From an optimization exercise on the open Yosys and OpenROAD flow, aimed at a short achievable clock period and few clock cycles; shortcuts taken in it are not production practice.
Where RTL was checked, it was by simulation tests only, not by an equivalence proof against the original.
Only the layout flow was run in runs 1 to 3; the RTL was not checked for function there.
No driver is modelled on the clock port, so clocking that relies on it looks cheaper here than on a real chip.
Power figures rest on the tool's default switching activity, not on a simulated workload.

===== flow/standard.sh =====
#!/bin/bash
# synth_recipe.tcl (not shown) runs the flow's synth.tcl, then flattens the netlist and writes it again
# the make line also repeats each setting of config.mk as NAME=value (left out here)
make -C /OpenROAD-flow-scripts/flow DESIGN_CONFIG=/design/flow/config.mk WORK_HOME=/design/flow/orfs CLKGATE_MAP_FILE= SYNTH_SCRIPT=/design/flow/synth_recipe.tcl "${@:-finish}"

===== flow/design.v =====
module RISCV_TOP (
	input wire CLK,
	input wire RSTn,
	output wire I_MEM_CSN,
	input wire [31:0] I_MEM_DI, 
	output reg [11:0] I_MEM_ADDR, 
	output wire D_MEM_CSN,
	input wire [31:0] D_MEM_DI,
	output wire [31:0] D_MEM_DOUT,
	output wire [11:0] D_MEM_ADDR, 
	output wire D_MEM_WEN,
	output wire [3:0] D_MEM_BE,
	output wire RF_WE,
	output wire [4:0] RF_RA1,
	output wire [4:0] RF_RA2,
	output wire [4:0] RF_WA1,
	input wire [31:0] RF_RD1,
	input wire [31:0] RF_RD2,
	output wire [31:0] RF_WD,
	output wire HALT,                    
	output reg [31:0] NUM_INST,          
	output wire [31:0] OUTPUT_PORT       
	);
	localparam PB = 5;	 
	reg rstq;
	reg csn;
	always @(posedge CLK) begin
		rstq <= RSTn;
		csn <= ~RSTn;
	end
	assign I_MEM_CSN = csn;
	assign D_MEM_CSN = csn;
	reg [11:2] pcF;
	reg vD;
	reg [31:0] irD;
	reg [11:2] pcD, predNextD;
	reg predTD;
	reg [31:0] opA, opB, opBI, immE;
	reg selA_M, selB_M, selS_M;
	reg mEq, mNe, mLt, mGe, mLtu, mGeu;
	reg subE, arithE;
	reg [4:0] shE;
	reg selSh_M;
	reg [11:0] jrX;
	reg rAdd, rSll, rSlt, rSltu, rXor, rSr, rOr, rAnd, rLink;
	reg [2:0] f3E;
	reg [4:0] rdE;
	reg weE, ldE, stE, brE, jalE, jrE, haltE, vE;
	reg [11:2] pcE, brTgtE, fallE, fall2E, predNextE;
	reg predTE;
	reg addiE;
	reg zeroPre, zeroOk;
	reg [31:0] resM, stdM;
	reg [4:0] rdM;
	reg weM, ldM, nwenM, haltM, vM;
	reg redirM;
	reg [11:2] tgtM;
	reg [31:0] resW;
	reg [4:0] rdW;
	reg weW, haltW, vW;
	reg [(1<<PB)-1:0] bp_v;
	reg [(1<<PB)-1:0] bp_h, bp_l;
	reg bpUpd, bpTaken, bpHit;
	reg [1:0] bpCtr;
	reg [PB+1:2] bpIdx;
	always @(posedge CLK) begin
		if (!rstq) begin
			bp_v <= {(1<<PB){1'b0}};
		end
		else begin
			if (bpUpd) begin
				bp_v[bpIdx] <= 1'b1;
				if (!bpHit)
					{bp_h[bpIdx], bp_l[bpIdx]} <= bpTaken ? 2'b11 : 2'b01;
				else if (bpTaken)
					{bp_h[bpIdx], bp_l[bpIdx]} <= (bpCtr == 2'b11) ? 2'b11 : bpCtr + 2'd1;
				else
					{bp_h[bpIdx], bp_l[bpIdx]} <= (bpCtr == 2'b00) ? 2'b00 : bpCtr - 2'd1;
			end
		end
	end
	wire [6:0] opD = irD[6:0];
	wire [4:0] rdD = irD[11:7];
	wire [4:0] rs1D = irD[19:15];
	wire [4:0] rs2D = irD[24:20];
	wire [2:0] f3D = irD[14:12];
	wire isRD = opD == 7'b0110011;
	wire isID = opD == 7'b0010011;
	wire isLdD = opD == 7'b0000011;
	wire isStD = opD == 7'b0100011;
	wire isBrD = opD == 7'b1100011;
	wire isJalD = opD == 7'b1101111;
	wire isJalrD = opD == 7'b1100111;
	wire wrD = isRD | isID | isLdD | isJalD | isJalrD;
	wire useRs1D = isRD | isID | isLdD | isStD | isBrD | isJalrD;
	wire useRs2D = isRD | isStD | isBrD;
	wire useImmD = isID | isLdD | isStD | isJalrD;
	wire subD = (isRD & (f3D == 3'b000) & irD[30]) | ((isRD | isID) & (f3D == 3'b010 || f3D == 3'b011));
	wire shiftD = (isRD | isID) & (f3D[1:0] == 2'b01);
	wire [31:0] immD = isStD ? {{20{irD[31]}}, irD[31:25], irD[11:7]} : {{20{irD[31]}}, irD[31:20]};
	wire [11:2] tgtBD = pcD + {irD[7], irD[30:25], irD[11:9]};
	wire [11:2] tgtJD = pcD + {irD[20], irD[30:22]};
	wire stall = vD & ldE & weE & ((useRs1D & (rs1D == rdE)) | (useRs2D & (rs2D == rdE)));
	wire goE = RSTn & vD & ~redirM & ~stall;
	wire fuseD = vD & isBrD & ~f3D[2] & ~f3D[1] & addiE & ~selA_M & zeroOk &
		(((rs2D == 5'd0) & (rs1D == rdE)) | ((rs1D == 5'd0) & (rs2D == rdE)));
	wire earlyT = f3D[0] ^ zeroPre;
	wire earlyRedir = fuseD & (earlyT ^ predTD);
	wire mA_E = weE & (rdE == rs1D);
	wire mA_M = weM & (rdM == rs1D);
	wire mB_E = weE & (rdE == rs2D);
	wire mB_M = weM & (rdM == rs2D);
	wire [31:0] resWn = ldM ? D_MEM_DI : resM;
	wire [31:0] immID = {{20{irD[31]}}, irD[31:20]};
	wire zeroF, zeroFM;
	sumzero zf (.a(RF_RD1), .b(immID), .z(zeroF));
	sumzero zm (.a(resM), .b(immID), .z(zeroFM));
	always @(*) I_MEM_ADDR = {pcF, 2'b00};
	wire [31:0] iw = I_MEM_DI;
	wire fJal = iw[3];
	wire fBr = iw[6] & ~iw[2];
	wire fJalr = iw[6] & iw[2] & ~iw[3];
	wire [PB+1:2] fbi = pcF[PB+1:2];
	wire fBrT = (rstq & bp_v[fbi]) ? bp_h[fbi] : iw[31];
	wire dLink = vD & (isJalD | isJalrD) & (rdD != 5'd0);
	wire fLnk = dLink & (rdD == iw[19:15]);
	wire [11:2] fTJ = pcF + {iw[20], iw[30:22]};
	wire [11:2] fTB = pcF + {iw[7], iw[30:25], iw[11:9]};
	wire [11:2] fTR = pcD + 10'd1 + iw[31:22];
	wire fTake = fJal | (fBr & fBrT) | (fJalr & fLnk);
	wire [11:2] fTgt = fJal ? fTJ : (fBr ? fTB : fTR);
	wire [11:2] nextF = fTake ? fTgt : pcF + 10'd1;
	wire lateD = earlyRedir & ~redirM;
	wire [11:2] valD = earlyT ? tgtBD : pcD + 10'd1;
	always @(posedge CLK) begin
		if (!RSTn) begin
			pcF <= 10'b0;
			vD <= 1'b0;
		end
		else if (lateD) begin
			pcF <= valD;
			vD <= 1'b0;
		end
		else if (redirM) begin
			pcF <= tgtM;
			vD <= 1'b0;
		end
		else if (!stall) begin
			pcF <= nextF;
			vD <= 1'b1;
		end
	end
	always @(posedge CLK) begin
		if (!stall) begin
			irD <= iw;
			pcD <= pcF;
			predTD <= fBr & fBrT;
			predNextD <= nextF;
		end
	end
	always @(posedge CLK) begin
		opA <= mA_M ? resWn : RF_RD1;
		opB <= mB_M ? resWn : RF_RD2;
		opBI <= (useImmD ? immD : (mB_M ? resWn : RF_RD2)) ^ {32{subD}};
		shE <= shiftD ? (useImmD ? immD[4:0] : (mB_M ? resWn[4:0] : RF_RD2[4:0])) : 5'd0;
		selSh_M <= shiftD & ~useImmD & mB_E;
		jrX <= {predNextD, 2'b00} - immD[11:0];
		immE <= immD;
		selA_M <= mA_E;
		selB_M <= ~useImmD & mB_E;
		selS_M <= mB_E;
		mEq <= goE & isBrD & ~fuseD & (((f3D == 3'b000) & ~predTD) | ((f3D == 3'b001) & predTD));
		mNe <= goE & isBrD & ~fuseD & (((f3D == 3'b001) & ~predTD) | ((f3D == 3'b000) & predTD));
		mLt <= goE & isBrD & ~fuseD & (((f3D == 3'b100) & ~predTD) | ((f3D == 3'b101) & predTD));
		mGe <= goE & isBrD & ~fuseD & (((f3D == 3'b101) & ~predTD) | ((f3D == 3'b100) & predTD));
		mLtu <= goE & isBrD & ~fuseD & (((f3D == 3'b110) & ~predTD) | ((f3D == 3'b111) & predTD));
		mGeu <= goE & isBrD & ~fuseD & (((f3D == 3'b111) & ~predTD) | ((f3D == 3'b110) & predTD));
		subE <= subD;
		arithE <= irD[30];
		rAdd <= ((isRD | isID) & (f3D == 3'b000)) | isLdD | isStD;
		rSll <= (isRD | isID) & (f3D == 3'b001);
		rSlt <= (isRD | isID) & (f3D == 3'b010);
		rSltu <= (isRD | isID) & (f3D == 3'b011);
		rXor <= (isRD | isID) & (f3D == 3'b100);
		rSr <= (isRD | isID) & (f3D == 3'b101);
		rOr <= (isRD | isID) & (f3D == 3'b110);
		rAnd <= (isRD | isID) & (f3D == 3'b111);
		rLink <= isJalD | isJalrD;
		f3E <= f3D;
		rdE <= rdD;
		pcE <= pcD;
		brTgtE <= isJalD ? tgtJD : tgtBD;
		fallE <= pcD + 10'd1;
		fall2E <= pcD + 10'd2;
		predNextE <= predNextD;
		predTE <= fuseD ? earlyT : predTD;
		zeroPre <= mA_M ? zeroFM : zeroF;
		zeroOk <= ~(mA_M & ldM);
	end
	always @(posedge CLK) begin
		if (!RSTn) begin
			vE <= 1'b0;
			weE <= 1'b0;
			ldE <= 1'b0;
			stE <= 1'b0;
			brE <= 1'b0;
			jalE <= 1'b0;
			jrE <= 1'b0;
			haltE <= 1'b0;
			addiE <= 1'b0;
		end
		else begin
			vE <= goE;
			weE <= goE & wrD & (rdD != 5'd0);
			ldE <= goE & isLdD;
			stE <= goE & isStD;
			brE <= goE & isBrD;
			jalE <= goE & isJalD;
			jrE <= goE & isJalrD;
			haltE <= goE & (irD == 32'h00008067);
			addiE <= goE & isID & (f3D == 3'b000) & (rdD != 5'd0);
		end
	end
	wire [31:0] A = selA_M ? resM : opA;
	wire [31:0] B = selB_M ? (resM ^ {32{subE}}) : opBI;
	wire [4:0] shamt = selSh_M ? resM[4:0] : shE;
	wire [31:0] S = selS_M ? resM : opB;
	wire [32:0] sum = {1'b0, A} + {1'b0, B} + {32'b0, subE};
	wire ltu = ~sum[32];
	wire lt = (A[31] == B[31]) ? A[31] : sum[31];
	wire signed [31:0] sraV = $signed(A) >>> shamt;
	wire [31:0] srlV = A >> shamt;
	wire [31:0] srv = arithE ? sraV : srlV;
	wire [12:2] linkE = {1'b0, pcE} + 11'd1;
	wire [31:0] res =
		({32{rAdd}} & sum[31:0]) |
		({32{rSll}} & (A << shamt)) |
		({32{rSlt}} & {31'b0, lt}) |
		({32{rSltu}} & {31'b0, ltu}) |
		({32{rXor}} & (A ^ B)) |
		({32{rSr}} & srv) |
		({32{rOr}} & (A | B)) |
		({32{rAnd}} & (A & B)) |
		({32{rLink}} & {19'b0, linkE, 2'b00});
	wire eqRR, ltRR, ltuRR, eqMR, ltMR, ltuMR, eqRM, ltRM, ltuRM;
	cmp32 cRR (.a(opA), .b(opB), .eq(eqRR), .lt(ltRR), .ltu(ltuRR));
	cmp32 cMR (.a(resM), .b(opB), .eq(eqMR), .lt(ltMR), .ltu(ltuMR));
	cmp32 cRM (.a(opA), .b(resM), .eq(eqRM), .lt(ltRM), .ltu(ltuRM));
	wire cmpEq = selA_M ? (selS_M | eqMR) : (selS_M ? eqRM : eqRR);
	wire cmpLt = selA_M ? (~selS_M & ltMR) : (selS_M ? ltRM : ltRR);
	wire cmpLtu = selA_M ? (~selS_M & ltuMR) : (selS_M ? ltuRM : ltuRR);
	reg taken;
	always @(*) begin
		case (f3E)
			3'b000: taken = cmpEq;
			3'b001: taken = ~cmpEq;
			3'b100: taken = cmpLt;
			3'b101: taken = ~cmpLt;
			3'b110: taken = cmpLtu;
			3'b111: taken = ~cmpLtu;
			default: taken = 1'b0;
		endcase
	end
	wire brMiss = (mEq & cmpEq) | (mNe & ~cmpEq) | (mLt & cmpLt) | (mGe & ~cmpLt) | (mLtu & cmpLtu) | (mGeu & ~cmpLtu);
	wire [11:0] jrSum = A[11:0] + immE[11:0];
	wire [11:2] jrTgt = jrSum[11:2];
	always @(posedge CLK) begin
		redirM <= RSTn & ~redirM & (brMiss | (jrE & ~(selA_M ? (resM[11:0] == jrX) : (opA[11:0] == jrX))) | (jalE & (brTgtE != predNextE)));
		tgtM <= jrE ? jrTgt : ((brE & predTE) ? fallE : brTgtE);
	end
	wire [PB+1:2] ebi = pcE[PB+1:2];
	always @(posedge CLK) begin
		bpUpd <= brE & ~redirM;
		bpIdx <= ebi;
		bpTaken <= taken;
		bpHit <= bp_v[ebi];
		bpCtr <= {bp_h[ebi], bp_l[ebi]};
	end
	always @(posedge CLK) begin
		resM <= res;
		stdM <= S;
		rdM <= rdE;
		ldM <= ldE;
	end
	always @(posedge CLK) begin
		if (!RSTn) begin
			weM <= 1'b0;
			nwenM <= 1'b1;
			haltM <= 1'b0;
			vM <= 1'b0;
		end
		else begin
			weM <= weE & ~redirM;
			nwenM <= ~(stE & ~redirM);
			haltM <= haltE & ~redirM & (A == 32'd12);
			vM <= vE & ~redirM;
		end
	end
	assign D_MEM_ADDR = resM[11:0];
	assign D_MEM_DOUT = stdM;
	assign D_MEM_WEN = nwenM;
	assign D_MEM_BE = 4'b1111;
	always @(posedge CLK) begin
		resW <= resWn;
		rdW <= rdM;
	end
	always @(posedge CLK) begin
		if (!RSTn) begin
			weW <= 1'b0;
			haltW <= 1'b0;
			vW <= 1'b0;
		end
		else begin
			weW <= weM;
			haltW <= haltM;
			vW <= vM;
		end
	end
	assign RF_RA1 = rs1D;
	assign RF_RA2 = rs2D;
	assign RF_WE = weW;
	assign RF_WA1 = rdW;
	assign RF_WD = resW;
	assign OUTPUT_PORT = resW;
	assign HALT = haltW;
	always @(posedge CLK) begin
		if (!rstq) NUM_INST <= 32'b0;
		else NUM_INST <= NUM_INST + {31'b0, vW};
	end
endmodule
module cmp32 (
	input wire [31:0] a,
	input wire [31:0] b,
	output wire eq,
	output wire lt,
	output wire ltu
	);
	wire [30:0] g0 = ~a[30:0] & b[30:0];
	wire [30:0] e0 = ~(a[30:0] ^ b[30:0]);
	wire [15:0] g1, e1;
	wire [7:0] g2, e2;
	wire [3:0] g3, e3;
	wire [1:0] g4, e4;
	genvar i;
	generate
		for (i = 0; i < 15; i = i + 1) begin : l1
			assign g1[i] = g0[2*i+1] | (e0[2*i+1] & g0[2*i]);
			assign e1[i] = e0[2*i+1] & e0[2*i];
		end
		assign g1[15] = g0[30];
		assign e1[15] = e0[30];
		for (i = 0; i < 8; i = i + 1) begin : l2
			assign g2[i] = g1[2*i+1] | (e1[2*i+1] & g1[2*i]);
			assign e2[i] = e1[2*i+1] & e1[2*i];
		end
		for (i = 0; i < 4; i = i + 1) begin : l3
			assign g3[i] = g2[2*i+1] | (e2[2*i+1] & g2[2*i]);
			assign e3[i] = e2[2*i+1] & e2[2*i];
		end
		for (i = 0; i < 2; i = i + 1) begin : l4
			assign g4[i] = g3[2*i+1] | (e3[2*i+1] & g3[2*i]);
			assign e4[i] = e3[2*i+1] & e3[2*i];
		end
	endgenerate
	wire gLo = g4[1] | (e4[1] & g4[0]);
	wire eLo = e4[1] & e4[0];
	wire eHi = ~(a[31] ^ b[31]);
	assign eq = eHi & eLo;
	assign ltu = (~a[31] & b[31]) | (eHi & gLo);
	assign lt = (a[31] & ~b[31]) | (eHi & gLo);
endmodule
module sumzero (
	input wire [31:0] a,
	input wire [31:0] b,
	output wire z
	);
	wire [31:0] x = a ^ b;
	wire [31:0] o = a | b;
	assign z = ~x[0] & (x[31:1] == o[30:0]);
endmodule
module addcs10 (
	input wire [9:0] a,
	input wire [9:0] b,
	output wire [9:0] s
	);
	wire [5:0] lo = {1'b0, a[4:0]} + {1'b0, b[4:0]};
	wire [4:0] hi0 = a[9:5] + b[9:5];
	wire [4:0] hi1 = a[9:5] + b[9:5] + 5'd1;
	assign s = {lo[5] ? hi1 : hi0, lo[4:0]};
endmodule

===== flow/flow/run.sh =====
#!/bin/bash
set -o pipefail
export BUFFER_PORTS_ARGS="-buffer_cell sky130_fd_sc_hd__buf_4"
export MATCH_CELL_FOOTPRINT=0
bash standard.sh SETUP_SLACK_MARGIN=7.0 TNS_END_PERCENT=100 MATCH_CELL_FOOTPRINT=0 \
	"BUFFER_PORTS_ARGS=-buffer_cell sky130_fd_sc_hd__buf_4" finish > standard_flow.log 2>&1

===== flow/config.mk =====
export PLATFORM = sky130hd
export DESIGN_NAME = RISCV_TOP
export DESIGN_NICKNAME = RISCV_TOP
export VERILOG_FILES = /design/flow/design.v
export SDC_FILE = /design/flow/constraint.sdc
export NUM_CORES = 4
export LEC_CHECK = 0
export CAP_MARGIN = 20
export CORE_MARGIN = 2
export CORE_UTILIZATION = 55
export SLEW_MARGIN = 20

===== flow/constraint.sdc =====
create_clock -name core_clock -period 10.0 [get_ports {CLK}]
set_input_delay 2.0000 -clock core_clock [delete_from_list [all_inputs] [get_ports {CLK}]]
set_output_delay 2.0000 -clock core_clock [all_outputs]
set_load 0.01 [all_outputs]

==> results of run 1 <==
[metrics by stage]
| step | utilization | cells | total power [mW] | hold WS, ns | instance area [um^2] |
|---|---|---|---|---|---|
| 2_1_floorplan | - | 3491 | 2.95 | 0.332 | 30800 |
| 6_report | 0.707 | 4604 | 5.48 | 0.356 | 38700 |
| 4_1_cts | 0.688 | 4543 | 5.38 | 0.360 | 37700 |
| 3_3_place_gp | 0.605 | 4308 | 3.32 | 0.355 | 33100 |
| 3_5_place_dp | 0.605 | 4308 | 3.34 | 0.355 | 33100 |
| 5_1_grt | 0.707 | 4604 | 5.65 | 0.371 | 38700 |
[routing by layer]
metal / part of all wire / up-vias
li1: - / 12959
met1: 0.37 / 13961
met2: 0.46 / 1640
met3: 0.079 / 529
met4: 0.089 / 0
met5: 0 / -
[final cells by class]
| cell class | count | area [um^2] | share of cell area |
|---|---|---|---|
| sequential | 462 | 10100 | 0.260 |
| clock inverter | 19 | 269 | 0.00695 |
| multi-input combinational | 2530 | 19900 | 0.515 |
| clock buffer | 69 | 1420 | 0.0368 |
| inverter | 278 | 1060 | 0.0273 |
| tap | 704 | 881 | 0.0228 |
| antenna | 1 | 2.50 | 0.0000646 |
| timing repair buffer | 541 | 5090 | 0.131 |
[cells by family (layout without fill, tap and decap cells)]
kind of cell,count (synthesis),count (layout),synth area share
AO/OA/AOI/OAI,793,794,0.164
multiplexers,268,268,0.0961
flip-flops,462,462,0.323
XOR/XNOR,308,308,0.0891
other,2,7,0.000248
AND/OR/NAND/NOR,860,860,0.133
adder cells (fa/ha/maj),294,294,0.123
buffers and inverters,500,907,0.0712
[worst max-delay path: stages, from the launching register on]
cell and delay [ns]:
dfxtp_4 0.35, buf_12 0.13, xnor2_4 0.12, a21oi_2 0.21
inv_2 0.08, fa_2 0.38, inv_2 0.08, fa_2 0.21
a21o_1 0.16, nand4_1 0.13, a311o_1 0.38, a211oi_4 0.32
a31oi_4 0.18, o21ai_4 0.19, a311oi_2 0.12, xnor2_1 0.16
a221o_1 0.30
[worst paths after layout]
path	slack [ns]	to
max	6.35	resM[24]$_DFF_P_
min	0.36	bpIdx[3]$_DFF_P_
max reg2reg	6.35	resM[24]$_DFF_P_
min reg2reg	0.36	bpIdx[3]$_DFF_P_
[flip-flops by register name, summed over array words and instances, names as in the netlist, 11 cells and up]
name	count
irD	32
opBI	32
opA	32
resM	32
stdM	32
opB	32
bp_v	32
jrX	12
immE	11
NUM_INST	32
resW	32
[cells in the mapped netlist (61+ instances only)]
| cell type | count | share of area |
|---|---|---|
| a21oi_1 | 341 | 0.056 |
| xnor2_1 | 211 | 0.061 |
| mux2i_1 | 181 | 0.060 |
| nor2_1 | 299 | 0.037 |
| clkbuf_1 | 122 | 0.015 |
| ha_1 | 287 | 0.12 |
| o21ai_0 | 128 | 0.021 |
| inv_1 | 275 | 0.034 |
| dfxtp_1 | 409 | 0.27 |
| buf_4 | 61 | 0.015 |
| nand2_1 | 195 | 0.024 |
| mux2_2 | 77 | 0.029 |
| xor2_1 | 97 | 0.028 |
| nand3_1 | 81 | 0.013 |
[where the power goes]
group | switching (mW) | internal [mW] | total, mW
clock network | 0.831 | 1.10 | 1.93
logic | 0.747 | 0.611 | 1.36
registers | 0.154 | 2.03 | 2.19
[timing repair]
action,CTS,global route
endpoints found under the setup margin,246,275
gates cloned,6,3
pin swaps,68,75
setup buffers,141,57
resized for setup,494,126
==> summary.txt, run 1 <==
outcome complete, no violations; sequential fraction of the synthesis area 0.323; WL per Instance about 27 um; Hold Startpoint pcE[3]$_DFF_P_; synthesized area about 30000 um^2; Hold Violations, Final 0; Power Density about 140 nW/um^2; synthesized flop and latch total 462; GR Util met2 0.678; Slew @ Worst Pin about 1.2 ns; die area 57000 um^2; crit share post-route 0.365; Max Clock Freq 274 MHz; Vias/cell 6.32; Overflow after GRT 0; Iter 0 DRT Violations between 3000 and 4000; Global Route Usage Sum 0.406; Final min period approximately 3.6 ns; CTS Hold Buffers Added 0; Die W 239 um; kind of start point of the critical path register; # fillers 4084; VDD IR max roughly 0.14 mV; Chip Height 239 um; commonest non-fill, non-tap cell in the layout buf_4; vias in the first global route 28295; Starting Density 0.553; initial antenna violation count 1; Port Buffer Count 299; clk root buf clkbuf_16; leakage between 15 and 20 nW; most frequent cells in the layout buf_4 (326), a21oi_1 (300), nor2_1 (291), dfxtp_1 (268), ha_1 (265); Rows 86; Post-synth ARST share 0; Vias approximately 29000; met1 GRT Util 0.477; pin count of the biggest net entering global routing 68; Final Max Tran Viols 0; RSZ-0062 raised after global routing true; CTS Buf Count 49; grt met3 use 0.0682; Clock Tree Buf Depth 3; maximum fanout along the worst path 3; hpwl dp 86000 um; Setup WS pre-CTS approximately 5.6 ns; setup ws final 6.35 ns; Mean Syn Cell Area a little under 9 um^2; Worst Reg2Reg Path Length in Cells 16; Worst Setup SP subE$_DFF_P_; TritonCTS clock tree yes; Ports 306; total routed wirelength ~120000 um; RR Startpoint subE$_DFF_P_; type of the worst setup path reg2reg; wire length of the first global-routing pass ~170000 um; Ys Warns 33; hold depth 0; Yosys cell types 87; Finish-stage setup viols 0; Worst Setup End Kind register; EDFF count, synth 53; area added between synthesis and finish 27.8%; CP Data Required Time 10.51 ns; core area ~55000 um^2; GRT busiest layer met2; Clk Latency, worst-skew pair 0.64 ns; Post-DRT Antenna Nets 0; layout cells sized above 1 0.282; nets 4286; synthesized instance count 3487; Setup Skew 0.0332 ns; Setup TNS Final 0 ns; clock slew at reported path FFs around 0.070 ns; Final GP Congestion approximately 1.0; MaxCap Viol Count 0; top_reg_cell synth dfxtp_1; critical path arrival 4.15 ns; htree depth 2; clock sink total 462; Slew HR 0.227; DR pass1 iterations 6; DRC viols 0; worst hold path class reg2reg
==> run 2, diff against run 1 <==
--- a/flow/design.v
+++ b/flow/design.v
@@ -227,3 +227,6 @@
 	wire [31:0] S = selS_M ? resM : opB;
-	wire [32:0] sum = {1'b0, A} + {1'b0, B} + {32'b0, subE};
+	wire [32:0] sumR, sumM;
+	add32 addR (.a(opA), .b(B), .ci(subE), .s(sumR));
+	add32 addM (.a(resM), .b(B), .ci(subE), .s(sumM));
+	wire [32:0] sum = selA_M ? sumM : sumR;
 	wire ltu = ~sum[32];
@@ -380,11 +383,58 @@
 endmodule
-module addcs10 (
-	input wire [9:0] a,
-	input wire [9:0] b,
-	output wire [9:0] s
+module add32 (
+	input wire [31:0] a,
+	input wire [31:0] b,
+	input wire ci,
+	output wire [32:0] s
 	);
-	wire [5:0] lo = {1'b0, a[4:0]} + {1'b0, b[4:0]};
-	wire [4:0] hi0 = a[9:5] + b[9:5];
-	wire [4:0] hi1 = a[9:5] + b[9:5] + 5'd1;
-	assign s = {lo[5] ? hi1 : hi0, lo[4:0]};
+	wire [32:0] g0 = {a & b, ci};
+	wire [32:0] p0 = {a ^ b, 1'b0};
+	wire [32:0] g1, p1, g2, p2, g3, p3, g4, p4, g5, p5, g6;
+	genvar i;
+	generate
+		for (i = 0; i < 33; i = i + 1) begin : lv
+			if (i >= 1) begin : a1
+				assign g1[i] = g0[i] | (p0[i] & g0[i-1]);
+				assign p1[i] = p0[i] & p0[i-1];
+			end else begin : b1
+				assign g1[i] = g0[i];
+				assign p1[i] = p0[i];
+			end
+			if (i >= 2) begin : a2
+				assign g2[i] = g1[i] | (p1[i] & g1[i-2]);
+				assign p2[i] = p1[i] & p1[i-2];
+			end else begin : b2
+				assign g2[i] = g1[i];
+				assign p2[i] = p1[i];
+			end
+			if (i >= 4) begin : a3
+				assign g3[i] = g2[i] | (p2[i] & g2[i-4]);
+				assign p3[i] = p2[i] & p2[i-4];
+			end else begin : b3
+				assign g3[i] = g2[i];
+				assign p3[i] = p2[i];
+			end
+			if (i >= 8) begin : a4
+				assign g4[i] = g3[i] | (p3[i] & g3[i-8]);
+				assign p4[i] = p3[i] & p3[i-8];
+			end else begin : b4
+				assign g4[i] = g3[i];
+				assign p4[i] = p3[i];
+			end
+			if (i >= 16) begin : a5
+				assign g5[i] = g4[i] | (p4[i] & g4[i-16]);
+				assign p5[i] = p4[i] & p4[i-16];
+			end else begin : b5
+				assign g5[i] = g4[i];
+				assign p5[i] = p4[i];
+			end
+			if (i >= 32) begin : a6
+				assign g6[i] = g5[i] | (p5[i] & g5[i-32]);
+			end else begin : b6
+				assign g6[i] = g5[i];
+			end
+		end
+	endgenerate
+	assign s[31:0] = p0[32:1] ^ g6[31:0];
+	assign s[32] = g6[32];
 endmodule
==> run 2 against run 1 <==
  * Still clean on timing, DRC and antenna
  * Sequential cell count unchanged
  * Clock-buffer cell count down 3
  * Combinational power up 9%
  * Cell count up 9.6%
  * Global-route usage up 0.96 points
  * Clock power up 4%
  * Critical endpoint is now resM[0]$_DFF_P_
  * Largest power group unchanged
==> summary.txt, run 2 <==
outcome complete, no violations; clock sink total 462 (unchanged); type of the worst setup path reg2reg; area added between synthesis and finish 31.2%; Ports 306 (unchanged); DRC viols 0 (unchanged); Clock power frac 0.355 (+0.002); VDD IR max 0.141 mV (-0.47%); Iter 0 DRT Violations 3303 (+8.9%); layout cells sized above 1 0.305 (+0.0237); pin count of the biggest net entering global routing 68 (unchanged); synthesized instance count 3788 (+8.6%); synth top area cells dfxtp_1 (25%), ha_1 (13%), mux2i_1 (5.8%), xnor2_1 (5.6%), a21oi_1 (4.9%); Yosys cell types 80 (-8.0%); commonest non-fill, non-tap cell in the layout buf_4; core area 59000 um^2 (+7.8%); placed inst area 35800 um^2 (+8.0%); Mean Syn Cell Area 8.66 um^2 (-0.25%); wire length of the first global-routing pass 194000 um (+11%); CP Data Required Time 10.46 ns (-0.05 ns); multi-input combinational cell area 23400 um^2 (+17%); Final GP Congestion 0.999 (-4.6%); CTS Buf Count 50 (+2.0%); Post-Place Cells 4672 (+8.4%); sequential fraction of the synthesis area 0.298 (-0.0249); RSZ-0062 raised after global routing true; Worst Setup SP selB_M$_DFF_P_; die area 61600 um^2 (+8.2%); WL per Instance 27.1 um (+1.7%); Overflow after GRT 0 (unchanged); nets 4721 (+10%); reg2reg setup slack 6.34 ns (about the same); count leader, synth dfxtp_1; Clk Latency, worst-skew pair 0.63 ns (about the same); vias in the first global route 31292 (+11%); Synth top area share 0.249 (-0.0209); Setup Skew 0.0545 ns (+0.0214 ns); leakage 19.0 nW (+13%); Worst path max stage delay 0.49 ns (+0.11 ns); clock slew at reported path FFs 0.07 ns (about the same); Vias 32504 (+12%); critical-path cell list clkbuf_16 > nor2_4 > a21oi_4 > ha_2 > nand4_1 > or2_4 > or3_4 > o22ai_4 > o31ai_4 > o31ai_4 > a311o_1 > nand3_1 > a311o_1; RR Startpoint selB_M$_DFF_P_; Combinational Power Share 0.261 (+0.013); Final Max Tran Viols 0 (unchanged); Vias/cell 6.44 (+1.9%); post-route worst hold slack 0.395 ns (+0.0388 ns); hpwl dp 95600 um (+11%); critical path's slowest cell dfxtp_4; initial antenna violation count 4 (+3); setup ws final 6.34 ns (-0.0149 ns); crit path capture resM[0]$_DFF_P_; Critical R2R Capture resM[0]$_DFF_P_; Max Clock Freq 273 MHz (-0.41%); top post-synthesis cells by count dfxtp_1 (409), ha_1 (352), a21oi_1 (322); DR pass1 iterations 8 (+2); Setup TNS Final 0 ns (unchanged); Crit path depth 13 (-3); Synth area leader dfxtp_1; Worst Path Buf+Inv 1 (-2); kind of start point of the critical path register; register area 10100 um^2 (about the same); synthesized area 32800 um^2 (+8.4%); # fillers 4246 (+4.0%); Power Density 132 nW/um^2 (-6.9%); switching part of the total 0.314 (-0.00157); clk root buf clkbuf_16; Final Instance Count excl. Fillers 5047 (+9.6%); most frequent cells in the layout buf_4 (376), ha_1 (298), inv_1 (268), nor2_1 (259), dfxtp_1 (259); Slew HR 0.195 (-0.0319); sequential power share 0.384 (-0.015); net load switching power 1.79 mW (+3.1%); Final min period 3.66 ns (+0.0149 ns); Worst Reg2Reg Path Length in Cells 13 (-3); Starting Density 0.556 (+0.00312); Hold Violations, Final 0 (unchanged); critical path arrival 4.12 ns (-0.03 ns); TritonCTS clock tree yes; htree depth 2 (unchanged); MaxCap Viol Count 0 (unchanged); Internal 3.89 mW (+3.9%); maximum fanout along the worst path 8 (+5); worst hold path class reg2reg; total routed wirelength 137000 um (+12%); EDFF count, synth 53 (unchanged); crit share post-route 0.366 (+0.00149); Global Route Usage Sum 0.416 (+0.00961); family with the most delay on the worst path compound AO/OA/AOI/OAI gates; top_reg_cell synth dfxtp_1; Final Cell Area 43100 um^2 (+11%); Port Buffer Count 299 (unchanged); Chip Height 248 um (+4.0%); synthesized flop and latch total 462 (unchanged); Slew @ Worst Pin 1.20 ns (+0.0368 ns); Final Util 0.730 (+0.0229); Die W 248 um (+4.0%); Post-synth ARST share 0 (unchanged); hold depth 0 (unchanged); Finish-stage setup viols 0 (unchanged); Post-DRT Antenna Nets 0 (unchanged); Overall Power 5.68 mW (+3.6%); Setup WS pre-CTS 5.63 ns (-0.0244 ns); Rows 89 (+3.5%); Clock Tree Buf Depth 3 (unchanged); Worst Setup End Kind register; CTS Hold Buffers Added 0 (unchanged); Ys Warns 33 (unchanged)
[run 2: cell count changes in the layout (fill, tap and decap cells not counted), sizes merged, moves of 12 or more]
cell	previous run	this run
nor2	301	270
nand3	81	94
a211oi	55	43
xor2	97	122
nand2	196	228
buf	534	611
mux2	77	101
ha	287	352
a21oi	344	323
o21ai	131	166
o211ai	32	45
a21o	41	78
[run 2: timing repair]
action | in CTS | in global routing
pin swaps | 143 | 128
buffers inserted | 174 | 93
endpoints found under the setup margin | 247 | 331
gates cloned | 11 | 3
gates resized for setup | 634 | 162
[run 2: cell families after synthesis]
logic type | after synthesis | synth area share
compound gates | 897 | 0.173
xor+xnor | 330 | 0.0881
fa+ha+maj | 359 | 0.138
buf+inv | 511 | 0.0666
flops | 462 | 0.298
mux | 303 | 0.101
other cells | 2 | 0.000229
simple gates | 924 | 0.134
[run 2: metal layers]
metal	track usage	vias to the layer above	share of wire
met5	0	-	0.000095
met4	0.274	2	0.083
met3	0.0725	655	0.085
met2	0.707	2026	0.47
met1	0.480	15475	0.36
li1	-	14346	-
[run 2: how the worst min path moves through the flow]
| stage | endpoint | start | slack (ns) |
|---|---|---|---|
| global placement | ldM$_DFF_P_ | ldE$_SDFF_PN0_ | 0.36 |
| detailed placement | predNextE[4]$_DFF_P_ | predNextD[4]$_DFFE_PN_ | 0.37 |
| global route | rdW[3]$_DFF_P_ | rdM[3]$_DFF_P_ | 0.40 |
| CTS | predNextE[4]$_DFF_P_ | predNextD[4]$_DFFE_PN_ | 0.38 |
| finish | rdW[2]$_DFF_P_ | rdM[2]$_DFF_P_ | 0.40 |
| floorplan | nwenM$_SDFF_PN1_ | stE$_SDFF_PN0_ | 0.34 |
[run 2: area by class of cell]
type                            instances  share of cell area
Tap cell                              773              0.0225
Multi-Input combinational cell       2819               0.543
Antenna cell                            3            0.000174
Clock buffer                           66              0.0321
Sequential cell                       462               0.234
Timing Repair Buffer                  619               0.135
Clock inverter                         25             0.00892
Inverter                              280              0.0250
[run 2: power groups by stage]
stage	registers, mW	logic [mW]	clock network, mW
CTS	2.17	1.34	2.01
detailed placement	2.22	1.15	0
finish	2.18	1.48	2.01
global placement	2.22	1.12	0
global route	2.19	1.58	2.09
floorplan	2.15	0.812	0
==> run 3, diff against run 2 <==
==> flow/flow/run.sh (replaced) <==
#!/bin/bash
# The standard layout (the standard.sh: unchanged synthesis, floorplan, power grid,
# placement, CTS and routing) with these changes to how timing is repaired:
# - the port buffers are plain buffers (buf_4) instead of the delay cells buffer_ports
#   otherwise picks;
# - the resizer may swap a cell for one of another footprint, so it can resize them;
# - two more setup repairs: after placement (post_resize.tcl) and after CTS's own
#   repair (post_cts.tcl).
# Every tool's output goes to standard_flow.log in this folder.
set -o pipefail
here=$(pwd)
export BUFFER_PORTS_ARGS="-buffer_cell sky130_fd_sc_hd__buf_4"
export MATCH_CELL_FOOTPRINT=0
export POST_RESIZE_TCL=$here/flow/post_resize.tcl
export POST_CTS_TCL=$here/flow/post_cts.tcl
bash standard.sh SETUP_SLACK_MARGIN=7.0 TNS_END_PERCENT=100 MATCH_CELL_FOOTPRINT=0 \
	"BUFFER_PORTS_ARGS=-buffer_cell sky130_fd_sc_hd__buf_4" \
	POST_RESIZE_TCL=$here/flow/post_resize.tcl POST_CTS_TCL=$here/flow/post_cts.tcl \
	finish > standard_flow.log 2>&1
==> flow/flow/post_cts.tcl (new file) <==
# A second setup repair after CTS's own, then legalize again.
estimate_parasitics -placement
repair_timing -setup -setup_margin $::env(SETUP_SLACK_MARGIN) -repair_tns 100 -verbose
detailed_placement
check_placement -verbose
==> flow/flow/post_resize.tcl (new file) <==
# An extra setup repair once the design is placed, before CTS.
estimate_parasitics -placement
repair_timing -setup -setup_margin $::env(SETUP_SLACK_MARGIN) -repair_tns 100 -verbose
==> run 3 against run 2 <==
  * The flow now stops in 3_4_place_resized
  * Area after synthesis unchanged
  * Synthesized cell count is the same
==> summary.txt, run 3 <==
Synth Area in Compound Gates 0.173 (unchanged); Mean Syn Cell Area 8.66 um^2 (unchanged); Final GP Congestion 0.999 (unchanged); Synth top area share 0.249 (unchanged); synthesized area 32800 um^2 (unchanged); Post-synth ARST share 0 (unchanged); Synth area leader dfxtp_1; Chip Height 248 um (unchanged); Post-Synth Simple-Gate Area 0.134 (unchanged); count leader, synth dfxtp_1; Die W 248 um (unchanged); synthesized flop and latch total 462 (unchanged); Err Error: resize.tcl, 39 can't read "::env(SETUP_SLACK_MARGIN)": no such variable; largest family of logic cells by synthesized area compound AO/OA/AOI/OAI gates; outcome stopped before the end; Yosys cell types 80 (unchanged); Ports 306 (unchanged); EDFF count, synth 53 (unchanged); mux share of post-synthesis cell area 0.101 (unchanged); top_reg_cell synth dfxtp_1; Rows 89 (unchanged); synthesized instance count 3788 (unchanged); synth top area cells dfxtp_1 (25%), ha_1 (13%), mux2i_1 (5.8%), xnor2_1 (5.6%), a21oi_1 (4.9%); top post-synthesis cells by count dfxtp_1 (409), ha_1 (352), a21oi_1 (322); adder-cell share of the synthesized area 0.138 (unchanged); Fail Step 3_4_place_resized; Port Buffer Count 299 (unchanged); Ys Warns 33 (unchanged); post-synthesis xor/xnor area fraction 0.0881 (unchanged); Starting Density 0.556 (unchanged); sequential fraction of the synthesis area 0.298 (unchanged)
[run 3: worst min-delay path by stage]
stage,startpoint,to,cells after the start
global placement,ldE$_SDFF_PN0_,ldM$_DFF_P_,0
floorplan,stE$_SDFF_PN0_,nwenM$_SDFF_PN1_,1
[run 3: kinds of logic after synthesis]
| logic type | count (synthesis) |
|---|---|
| compound gates | 897 |
| xor+xnor | 330 |
| fa+ha+maj | 359 |
| buf+inv | 511 |
| flops | 462 |
| mux | 303 |
| other cells | 2 |
| simple gates | 924 |
[run 3: power by group through the flow]
| stage | Combinational, mW | Clock, mW | Sequential [mW] |
|---|---|---|---|
| 3_3_place_gp | 1.12 | 0 | 2.22 |
| 2_1_floorplan | 0.812 | 0 | 2.15 |
[run 3: metrics by stage]
| step | instances | cell area (um^2) | setup WS, ns | power [mW] |
|---|---|---|---|---|
| floorplan | 3792 | 33400 | 6.15 | 2.97 |
| global placement | 4672 | 35800 | 5.71 | 3.34 |
==> run 4, diff against run 3 <==
--- a/flow/design.v
+++ b/flow/design.v
@@ -23,3 +23,3 @@
 	);
-	localparam PB = 5;	 
+	localparam PB = 6;	 
 	reg rstq;
@@ -51,3 +51,3 @@
 	reg addiE;
-	reg zeroPre, zeroOk;
+	reg zeroPre;
 	reg [31:0] resM, stdM;
@@ -61,3 +61,3 @@
 	reg [(1<<PB)-1:0] bp_v;
-	reg [(1<<PB)-1:0] bp_h, bp_l;
+	reg [1:0] bp_c [0:(1<<PB)-1];
 	reg bpUpd, bpTaken, bpHit;
@@ -73,7 +73,7 @@
 				if (!bpHit)
-					{bp_h[bpIdx], bp_l[bpIdx]} <= bpTaken ? 2'b11 : 2'b01;
+					bp_c[bpIdx] <= bpTaken ? 2'b11 : 2'b01;
 				else if (bpTaken)
-					{bp_h[bpIdx], bp_l[bpIdx]} <= (bpCtr == 2'b11) ? 2'b11 : bpCtr + 2'd1;
+					bp_c[bpIdx] <= (bpCtr == 2'b11) ? 2'b11 : bpCtr + 2'd1;
 				else
-					{bp_h[bpIdx], bp_l[bpIdx]} <= (bpCtr == 2'b00) ? 2'b00 : bpCtr - 2'd1;
+					bp_c[bpIdx] <= (bpCtr == 2'b00) ? 2'b00 : bpCtr - 2'd1;
 			end
@@ -104,3 +104,3 @@
 	wire goE = RSTn & vD & ~redirM & ~stall;
-	wire fuseD = vD & isBrD & ~f3D[2] & ~f3D[1] & addiE & ~selA_M & zeroOk &
+	wire fuseD = vD & isBrD & ~f3D[2] & ~f3D[1] & addiE & ~selA_M &
 		(((rs2D == 5'd0) & (rs1D == rdE)) | ((rs1D == 5'd0) & (rs2D == rdE)));
@@ -113,6 +113,2 @@
 	wire [31:0] resWn = ldM ? D_MEM_DI : resM;
-	wire [31:0] immID = {{20{irD[31]}}, irD[31:20]};
-	wire zeroF, zeroFM;
-	sumzero zf (.a(RF_RD1), .b(immID), .z(zeroF));
-	sumzero zm (.a(resM), .b(immID), .z(zeroFM));
 	always @(*) I_MEM_ADDR = {pcF, 2'b00};
@@ -123,3 +119,4 @@
 	wire [PB+1:2] fbi = pcF[PB+1:2];
-	wire fBrT = (rstq & bp_v[fbi]) ? bp_h[fbi] : iw[31];
+	wire [1:0] fCtr = bp_c[fbi];
+	wire fBrT = (rstq & bp_v[fbi]) ? fCtr[1] : iw[31];
 	wire dLink = vD & (isJalD | isJalrD) & (rdD != 5'd0);
@@ -196,4 +193,3 @@
 		predTE <= fuseD ? earlyT : predTD;
-		zeroPre <= mA_M ? zeroFM : zeroF;
-		zeroOk <= ~(mA_M & ldM);
+		zeroPre <= ((mA_M ? resWn : RF_RD1) == 32'd0 - immD);
 	end
@@ -227,6 +223,3 @@
 	wire [31:0] S = selS_M ? resM : opB;
-	wire [32:0] sumR, sumM;
-	add32 addR (.a(opA), .b(B), .ci(subE), .s(sumR));
-	add32 addM (.a(resM), .b(B), .ci(subE), .s(sumM));
-	wire [32:0] sum = selA_M ? sumM : sumR;
+	wire [32:0] sum = {1'b0, A} + {1'b0, B} + {32'b0, subE};
 	wire ltu = ~sum[32];
@@ -279,3 +272,3 @@
 		bpHit <= bp_v[ebi];
-		bpCtr <= {bp_h[ebi], bp_l[ebi]};
+		bpCtr <= bp_c[ebi];
 	end
@@ -374,67 +367 @@
 endmodule
-module sumzero (
-	input wire [31:0] a,
-	input wire [31:0] b,
-	output wire z
-	);
-	wire [31:0] x = a ^ b;
-	wire [31:0] o = a | b;
-	assign z = ~x[0] & (x[31:1] == o[30:0]);
-endmodule
-module add32 (
-	input wire [31:0] a,
-	input wire [31:0] b,
-	input wire ci,
-	output wire [32:0] s
-	);
-	wire [32:0] g0 = {a & b, ci};
-	wire [32:0] p0 = {a ^ b, 1'b0};
-	wire [32:0] g1, p1, g2, p2, g3, p3, g4, p4, g5, p5, g6;
-	genvar i;
-	generate
-		for (i = 0; i < 33; i = i + 1) begin : lv
-			if (i >= 1) begin : a1
-				assign g1[i] = g0[i] | (p0[i] & g0[i-1]);
-				assign p1[i] = p0[i] & p0[i-1];
-			end else begin : b1
-				assign g1[i] = g0[i];
-				assign p1[i] = p0[i];
-			end
-			if (i >= 2) begin : a2
-				assign g2[i] = g1[i] | (p1[i] & g1[i-2]);
-				assign p2[i] = p1[i] & p1[i-2];
-			end else begin : b2
-				assign g2[i] = g1[i];
-				assign p2[i] = p1[i];
-			end
-			if (i >= 4) begin : a3
-				assign g3[i] = g2[i] | (p2[i] & g2[i-4]);
-				assign p3[i] = p2[i] & p2[i-4];
-			end else begin : b3
-				assign g3[i] = g2[i];
-				assign p3[i] = p2[i];
-			end
-			if (i >= 8) begin : a4
-				assign g4[i] = g3[i] | (p3[i] & g3[i-8]);
-				assign p4[i] = p3[i] & p3[i-8];
-			end else begin : b4
-				assign g4[i] = g3[i];
-				assign p4[i] = p3[i];
-			end
-			if (i >= 16) begin : a5
-				assign g5[i] = g4[i] | (p4[i] & g4[i-16]);
-				assign p5[i] = p4[i] & p4[i-16];
-			end else begin : b5
-				assign g5[i] = g4[i];
-				assign p5[i] = p4[i];
-			end
-			if (i >= 32) begin : a6
-				assign g6[i] = g5[i] | (p5[i] & g5[i-32]);
-			end else begin : b6
-				assign g6[i] = g5[i];
-			end
-		end
-	endgenerate
-	assign s[31:0] = p0[32:1] ^ g6[31:0];
-	assign s[32] = g6[32];
-endmodule
--- a/flow/flow/run.sh
+++ b/flow/flow/run.sh
@@ -15,3 +15,3 @@
 export POST_CTS_TCL=$here/flow/post_cts.tcl
-bash standard.sh SETUP_SLACK_MARGIN=7.0 TNS_END_PERCENT=100 MATCH_CELL_FOOTPRINT=0 \
+bash standard.sh SETUP_SLACK_MARGIN=7.5 TNS_END_PERCENT=100 MATCH_CELL_FOOTPRINT=0 \
 	"BUFFER_PORTS_ARGS=-buffer_cell sky130_fd_sc_hd__buf_4" \
==> flow/flow/post_cts.tcl (replaced) <==
# A second setup repair after CTS's own, then legalize again.
estimate_parasitics -placement
repair_timing -setup -setup_margin 7.5 -repair_tns 100 -verbose
detailed_placement
check_placement -verbose
==> flow/flow/post_resize.tcl (replaced) <==
# An extra setup repair once the design is placed, before CTS.
estimate_parasitics -placement
repair_timing -setup -setup_margin 7.5 -repair_tns 100 -verbose
==> run 4 against run 3 <==
  * The run now finishes clean
  * Area after synthesis grew 13%
  * Synthesized cell count grew 2.1%
==> summary.txt, run 4 <==
met2 WL 78000 um; area added between synthesis and finish 45.3%; Final min period 3.75 ns; count leader, synth dfxtp_1; hpwl dp 109000 um; die area approximately 70000 um^2; Ys Warns 1 (-97%); register area 14900 um^2; maximum fanout along the worst path 5; Setup TNS Final 0 ns; critical path arrival about 4.3 ns; synthesized area 37300 um^2 (+13%); MaxCap Viol Count 0; Synth top area share 0.244 (-0.00548); # fillers 3578; Mean Syn Cell Area 9.63 um^2 (+11%); switching part of the total 0.328; Final Max Tran Viols 0; Combinational Power Share 0.270; setup ws final about 6.2 ns; outcome complete, no violations; synthesized instance count 3868 (+2.1%); clock sink total between 600 and 700; Power Density 152 nW/um^2; CP Data Required Time 10.54 ns; Setup Skew 0.0625 ns; Internal 5.51 mW; Post-DRT Antenna Nets 0; Slew HR 0.204; crit share post-route 0.375; Clock power frac 0.354; Global Route Usage Sum 0.450; top flop regs bp_c x128, bp_v x64; Largest Register bp_c; synthesized flop and latch total 635 (+37%); met3 wire length 20100 um; Final Instance Count excl. Fillers 5521; nets between 4000 and 5000; top post-synthesis cells by count dfxtp_1 (454), nor2_1 (351), nand2_1 (262); Synth area leader dfxtp_1; Final Util 0.806; Vias 38028; layout cells sized above 1 0.440; EDFF count, synth 181 (+240%); Rows 95 (+6.7%); DRC viols 0; Port Buffer Count 299 (unchanged); RSZ-0062 raised after global routing true; sequential power share 0.376; Vias/cell 6.89; Chip Height 264 um (+6.4%); Finish-stage setup viols 0; Die W 264 um (+6.4%); Starting Density 0.555 (-0.00144); total routed wirelength 177000 um; net load switching power 2.70 mW; WL per Instance 32.1 um; Overflow after GRT 0; WL met1 58900 um; Yosys cell types 84 (+5.0%); synth top area cells dfxtp_1 (24%), edfxtp_1 (15%), ha_1 (7.6%), mux2i_1 (5.6%), mux4_2 (5.1%); Post-Place Cells approximately 5100; vias in the first global route roughly 37000; VDD IR max 0.207 mV; Setup WS pre-CTS a little under 6 ns; Slew @ Worst Pin ~1.2 ns; kind of start point of the critical path input port; Top Metal Used met5; TritonCTS clock tree yes; sequential fraction of the synthesis area 0.390 (+0.0919); Post-synth ARST share 0 (unchanged); top_reg_cell synth dfxtp_1; DR pass1 iterations 9; most frequent cells in the layout buf_4 (503), nor2_1 (318), buf_6 (306), dfxtp_1 (277), nand2_1 (222); pin count of the biggest net entering global routing 100; multi-input combinational cell area 25500 um^2; Max Clock Freq approximately 270 MHz; commonest non-fill, non-tap cell in the layout buf_4; Iter 0 DRT Violations 5317; max reg flops 128; Worst Setup End Kind register; Hold Violations, Final 0; worst hold path class reg2reg; initial antenna violation count 13; reg2reg setup slack 6.31 ns; Ports 306 (unchanged); Final GP Congestion 1.01 (+0.66%); wire length of the first global-routing pass 235000 um; type of the worst setup path in2reg; Clk Latency, worst-skew pair 0.68 ns; leakage 22.0 nW; core area 67200 um^2; clock slew at reported path FFs 0.08 ns
-- run 4: cell count changes after synthesis, sizes merged, moves of 34 or more --
| cell | delta |
|---|---|
| mux4 | +85 |
| o21a | +56 |
| dfxtp | +45 |
| nand2 | +34 |
| a21oi | -74 |
| nor2 | +81 |
| xor2 | -52 |
| edfxtp | +128 |
| ha | -126 |
-- run 4: power by group through the flow --
stage                     logic (mW)  registers, mW  clock network, mW
after detailed placement        1.69           3.11                  0
after global routing            2.30           3.09               2.97
after floorplan                 1.08           3.01                  0
after global placement          1.42           3.13                  0
final                           2.22           3.08               2.90
-- run 4: per-stage QoR --
step | cell area, um^2 | power, mW | hold WS [ns]
after global placement | 41100 | 4.55 | 0.345
final | 54100 | 8.21 | 0.392
after floorplan | 38900 | 4.09 | 0.324
after global routing | 54100 | 8.35 | 0.388
after detailed placement | 46400 | 4.81 | 0.353
-- run 4: area by class of cell --
class                           instances  area share
Tap cell                              873      0.0202
Clock buffer                          101      0.0401
Inverter                              247      0.0179
Sequential cell                       635       0.276
Multi-Input combinational cell       2728       0.471
Timing Repair Buffer                  900       0.168
Clock inverter                         33     0.00751
Antenna cell                            4    0.000185
-- run 4: kinds of logic (layout without fill, tap and decap cells) --
group | Yosys count | after routing | synth area share
AO/OA/AOI/OAI | 840 | 842 | 0.145
XOR/XNOR | 254 | 254 | 0.0597
adder cells (fa/ha/maj) | 234 | 234 | 0.0799
buffers and inverters | 511 | 1281 | 0.0597
flip-flops | 635 | 635 | 0.390
multiplexers | 389 | 389 | 0.141
other | 2 | 10 | 0.000202
AND/OR/NAND/NOR | 1003 | 1003 | 0.125
-- run 4: path summary, 6_finish.rpt --
kind                   start                   to  cells after the start
min           ldE$_SDFF_PN0_          ldM$_DFF_P_                      0
max reg2reg  opA[10]$_DFF_P_      bpTaken$_DFF_P_                     13
min reg2reg   ldE$_SDFF_PN0_          ldM$_DFF_P_                      0
max             I_MEM_DI[19]  pcF[2]$_SDFFE_PN0N_                      8
-- run 4: critical path, cell delays in order --
cell and delay (ns):
buf_4 0.12, xnor2_1 0.18, nand4_1 0.38, nor4_4 0.51
a211o_4 0.25, mux2i_1 0.32, o21ai_1 0.14, a21oi_2 0.38
-- run 4: layer usage --
metal | track usage | vias to the layer above
li1 | - | 15283
met1 | 0.516 | 18061
met2 | 0.736 | 3306
met3 | 0.0967 | 1360
met4 | 0.345 | 18
met5 | 0 | -
Testbench counts of run 4, summed over its fixed seeds: cycles 46,499.
==> run 5, diff against run 4 <==
--- a/flow/flow/run.sh
+++ b/flow/flow/run.sh
@@ -15,3 +15,3 @@
 export POST_CTS_TCL=$here/flow/post_cts.tcl
-bash standard.sh SETUP_SLACK_MARGIN=7.5 TNS_END_PERCENT=100 MATCH_CELL_FOOTPRINT=0 \
+bash standard.sh SETUP_SLACK_MARGIN=7.0 TNS_END_PERCENT=100 MATCH_CELL_FOOTPRINT=0 \
 	"BUFFER_PORTS_ARGS=-buffer_cell sky130_fd_sc_hd__buf_4" \
==> flow/flow/post_cts.tcl (replaced) <==
# A second setup repair after CTS's own, then legalize again.
estimate_parasitics -placement
repair_timing -setup -setup_margin 7.0 -repair_tns 100 -verbose
detailed_placement
check_placement -verbose
==> flow/flow/post_resize.tcl (replaced) <==
# An extra setup repair once the design is placed, before CTS.
estimate_parasitics -placement
repair_timing -setup -setup_margin 7.0 -repair_tns 100 -verbose
==> run 5 against run 4 <==
  * Utilization is 6.3 points lower
  * Non-clock buffer count is 175 lower
  * Hold slack worse by 0.041 ns
  * Area after synthesis stayed put
  * Cell count is 3.2% lower
  * Register-to-register slack better by 0.21 ns
  * Total power is 7.1% lower
  * Die area stayed put
  * Sequential cell count stayed put
  * Clock-buffer cell count is 6 higher
  * Wire length is 18% lower
  * Sequential share of layout area is 2.3 points higher
  * Largest cell class unchanged
==> summary.txt, run 5 <==
outcome complete, no violations; hpwl dp 99800 um (-8.2%); Clk Latency, worst-skew pair 0.64 ns (-0.04 ns); TritonCTS clock tree yes; Setup Skew 0.0471 ns (-0.0154 ns); Slew HR 0.241 (+0.0380); placed inst area 42500 um^2 (-8.4%); critical path arrival 4.04 ns (-0.25 ns); Rows 95 (unchanged); Global Route Usage Sum 0.399 (-0.0504); Mean Syn Cell Area 9.63 um^2 (unchanged); kind of start point of the critical path input port; pin count of the biggest net entering global routing 100 (unchanged); post-route worst hold slack 0.350 ns (-0.0415 ns); Max Clock Freq 285 MHz (+6.9%); Synth area leader dfxtp_1; DRC viols 0 (unchanged); Post-DRT Antenna Nets 0 (unchanged); Setup TNS Final 0 ns (unchanged); top post-synthesis cells by count dfxtp_1 (454), nor2_1 (351), nand2_1 (262); Slew @ Worst Pin 1.14 ns (-0.0500 ns); Finish-stage setup viols 0 (unchanged); die area 69800 um^2 (unchanged); Yosys cell types 84 (unchanged); clock slew at reported path FFs 0.07 ns (about the same); setup ws final 6.49 ns (+0.241 ns); most frequent cells in the layout buf_4 (452), nor2_1 (337), dfxtp_1 (282), nand2_1 (252), buf_6 (230); WL per Instance 27.1 um (-15%); Final Cell Area 49900 um^2 (-7.8%); type of the worst setup path in2reg; Synth top area share 0.244 (unchanged); nets 4774 (-3.5%); largest family of logic cells by synthesized area compound AO/OA/AOI/OAI gates; Final min period 3.51 ns (-0.241 ns); synth top area cells dfxtp_1 (24%), edfxtp_1 (15%), ha_1 (7.6%), mux2i_1 (5.6%), mux4_2 (5.1%); DR pass1 iterations 6 (-3); count leader, synth dfxtp_1; Final Max Tran Viols 0 (unchanged); EDFF count, synth 181 (unchanged); layout cells sized above 1 0.369 (-0.0708); top_reg_cell synth dfxtp_1; Power Density 153 nW/um^2 (+0.79%); Vias 34061 (-10%); Final Util 0.743 (-0.0632); switching part of the total 0.309 (-0.0197); MaxCap Viol Count 0 (unchanged); Ports 306 (unchanged); Combinational Power Share 0.247 (-0.023); Post-synth ARST share 0 (unchanged); total routed wirelength 145000 um (-18%); Synth Area in Compound Gates 0.145 (unchanged); Largest Register bp_c; max reg flops 128 (unchanged); adder-cell share of the synthesized area 0.0799 (unchanged); Starting Density 0.555 (unchanged); crit share post-route 0.351 (-0.0241); Vias/cell 6.37 (-7.4%); Die W 264 um (unchanged); net load switching power 2.35 mW (-13%); Ys Warns 1 (unchanged); RSZ-0062 raised after global routing true; sequential fraction of the synthesis area 0.390 (unchanged); commonest non-fill, non-tap cell in the layout buf_4; post-synthesis xor/xnor area fraction 0.0597 (unchanged); core area 67200 um^2 (unchanged); Setup WS pre-CTS 5.79 ns (+0.0208 ns); Chip Height 264 um (unchanged); synthesized flop and latch total 635 (unchanged); maximum fanout along the worst path 3 (-2); area added between synthesis and finish 33.9%; sequential power share 0.402 (+0.026); mux share of post-synthesis cell area 0.141 (unchanged); VDD IR max 0.129 mV (-38%); synthesized instance count 3868 (unchanged); Iter 0 DRT Violations 3482 (-35%); leakage 20.2 nW (-8.3%); Post-Synth Simple-Gate Area 0.125 (unchanged); vias in the first global route 33795 (-7.9%); initial antenna violation count 4 (-9); CP Data Required Time 10.53 ns (about the same); Hold Violations, Final 0 (unchanged); Internal 5.27 mW (-4.4%); wire length of the first global-routing pass 211000 um (-10%); Worst Setup End Kind register; Clock power frac 0.351 (-0.003); synthesized area 37300 um^2 (unchanged); Overflow after GRT 0 (unchanged); Final GP Congestion 1.00 (about the same); worst hold path class reg2reg; top flop regs bp_c x128, bp_v x64; Port Buffer Count 299 (unchanged); clock sink total 635 (unchanged)
-- run 5: layer usage --
metal,GRT usage,vias to the layer above,part of all wire
met2,0.660,1994,0.47
met5,0.00347,-,0.000069
met3,0.0721,645,0.082
li1,-,14953,-
met4,0.291,2,0.088
met1,0.467,16467,0.36
-- run 5: cell families after synthesis --
group	Yosys count
simple gates	1003
compound gates	840
buf+inv	511
flops	635
fa+ha+maj	234
xor+xnor	254
other cells	2
mux	389
-- run 5: power groups by stage --
stage | sequential, mW | clock, mW | combinational, mW
finish | 3.07 | 2.67 | 1.88
global route | 3.08 | 2.78 | 2.01
detailed placement | 3.13 | 0 | 1.53
global placement | 3.12 | 0 | 1.38
floorplan | 3.01 | 0 | 1.05
-- run 5: path summary, 6_finish.rpt --
kind	from	to	slack, ns	cells after the start
setup reg to reg	pcF[2]$_SDFFE_PN0N_	register	6.52	11
hold reg to reg	ldE$_SDFF_PN0_	ldM$_DFF_P_	0.35	0
hold / removal	ldE$_SDFF_PN0_	ldM$_DFF_P_	0.35	0
setup / recovery	I_MEM_DI[22]	pcF[8]$_SDFFE_PN0N_	6.49	13
-- run 5: final cells by class --
type                    count  area [um^2]
clock buffers             107         2040
repair inverters            1         7.51
multi-input cells        2730        23700
fillers                  4553        17300
diodes                      3         7.51
well taps                 873         1090
clock inverters            22          317
repair buffers            725         6890
flip-flops and latches    635        14900
inverters                 247          951
-- run 5: worst max-delay path, cell delays in order --
cell	delay, ns
buf_8	0.09
ha_4	0.13
inv_2	0.03
fa_2	0.34
nor2b_2	0.13
o21ai_1	0.08
nor3b_4	0.19
o31ai_2	0.25
a21oi_2	0.10
xnor2_1	0.13
mux2i_1	0.19
mux2i_1	0.16
o21a_1	0.20
-- run 5: per-stage QoR --
| stage | cells | total power, mW |
|---|---|---|
| 3_3_place_gp | 4820 | 4.50 |
| 3_5_place_dp | 4923 | 4.66 |
| 2_1_floorplan | 3872 | 4.05 |
| 6_report | 5343 | 7.62 |
| 5_1_grt | 5341 | 7.86 |

-- what the ideal ports hide --
In the flow no input, the clock included, has a driving cell. The finished layouts below were timed again as built, in two steps.
Step 1: set_driving_cell puts a clkbuf_16 on CLK and a buf_2 on each other input, an assumption about the parent block.
Step 2, shift: input delay + t, output delay - t, t = (earliest + latest rising clock arrival at the registers) / 2. This alone moves slack from input paths to output paths.
Slacks: ideal / step 1 / step 2; pairs: ideal / step 1.
| run | shift t [ns] | slack for setup (ns) | hold WS [ns] | latest minus earliest clock arrival (ns) | worst data-port slew with drivers (ns) |
|---|---|---|---|---|---|
| run 1 | 0.690 | 6.354 / 6.354 / 5.718 | 0.356 / 0.356 / 0.356 | 0.034 / 0.034 | 0.07 |
| run 2 | 0.661 | 6.339 / 6.339 / 5.808 | 0.395 / 0.395 / 0.395 | 0.054 / 0.055 | 0.06 |
| run 4 | 0.719 | 6.248 / 6.285 / 5.566 | 0.392 / 0.392 / 0.392 | 0.064 / 0.064 | 0.09 |
| run 5 | 0.681 | 6.489 / 6.505 / 5.824 | 0.350 / 0.350 / 0.350 | 0.048 / 0.048 | 0.09 |
After both steps setup and hold are still met in every run listed. The setup slack of run 4, which loses most, moves by +0.037 ns with the drivers and by -0.682 ns with both steps.
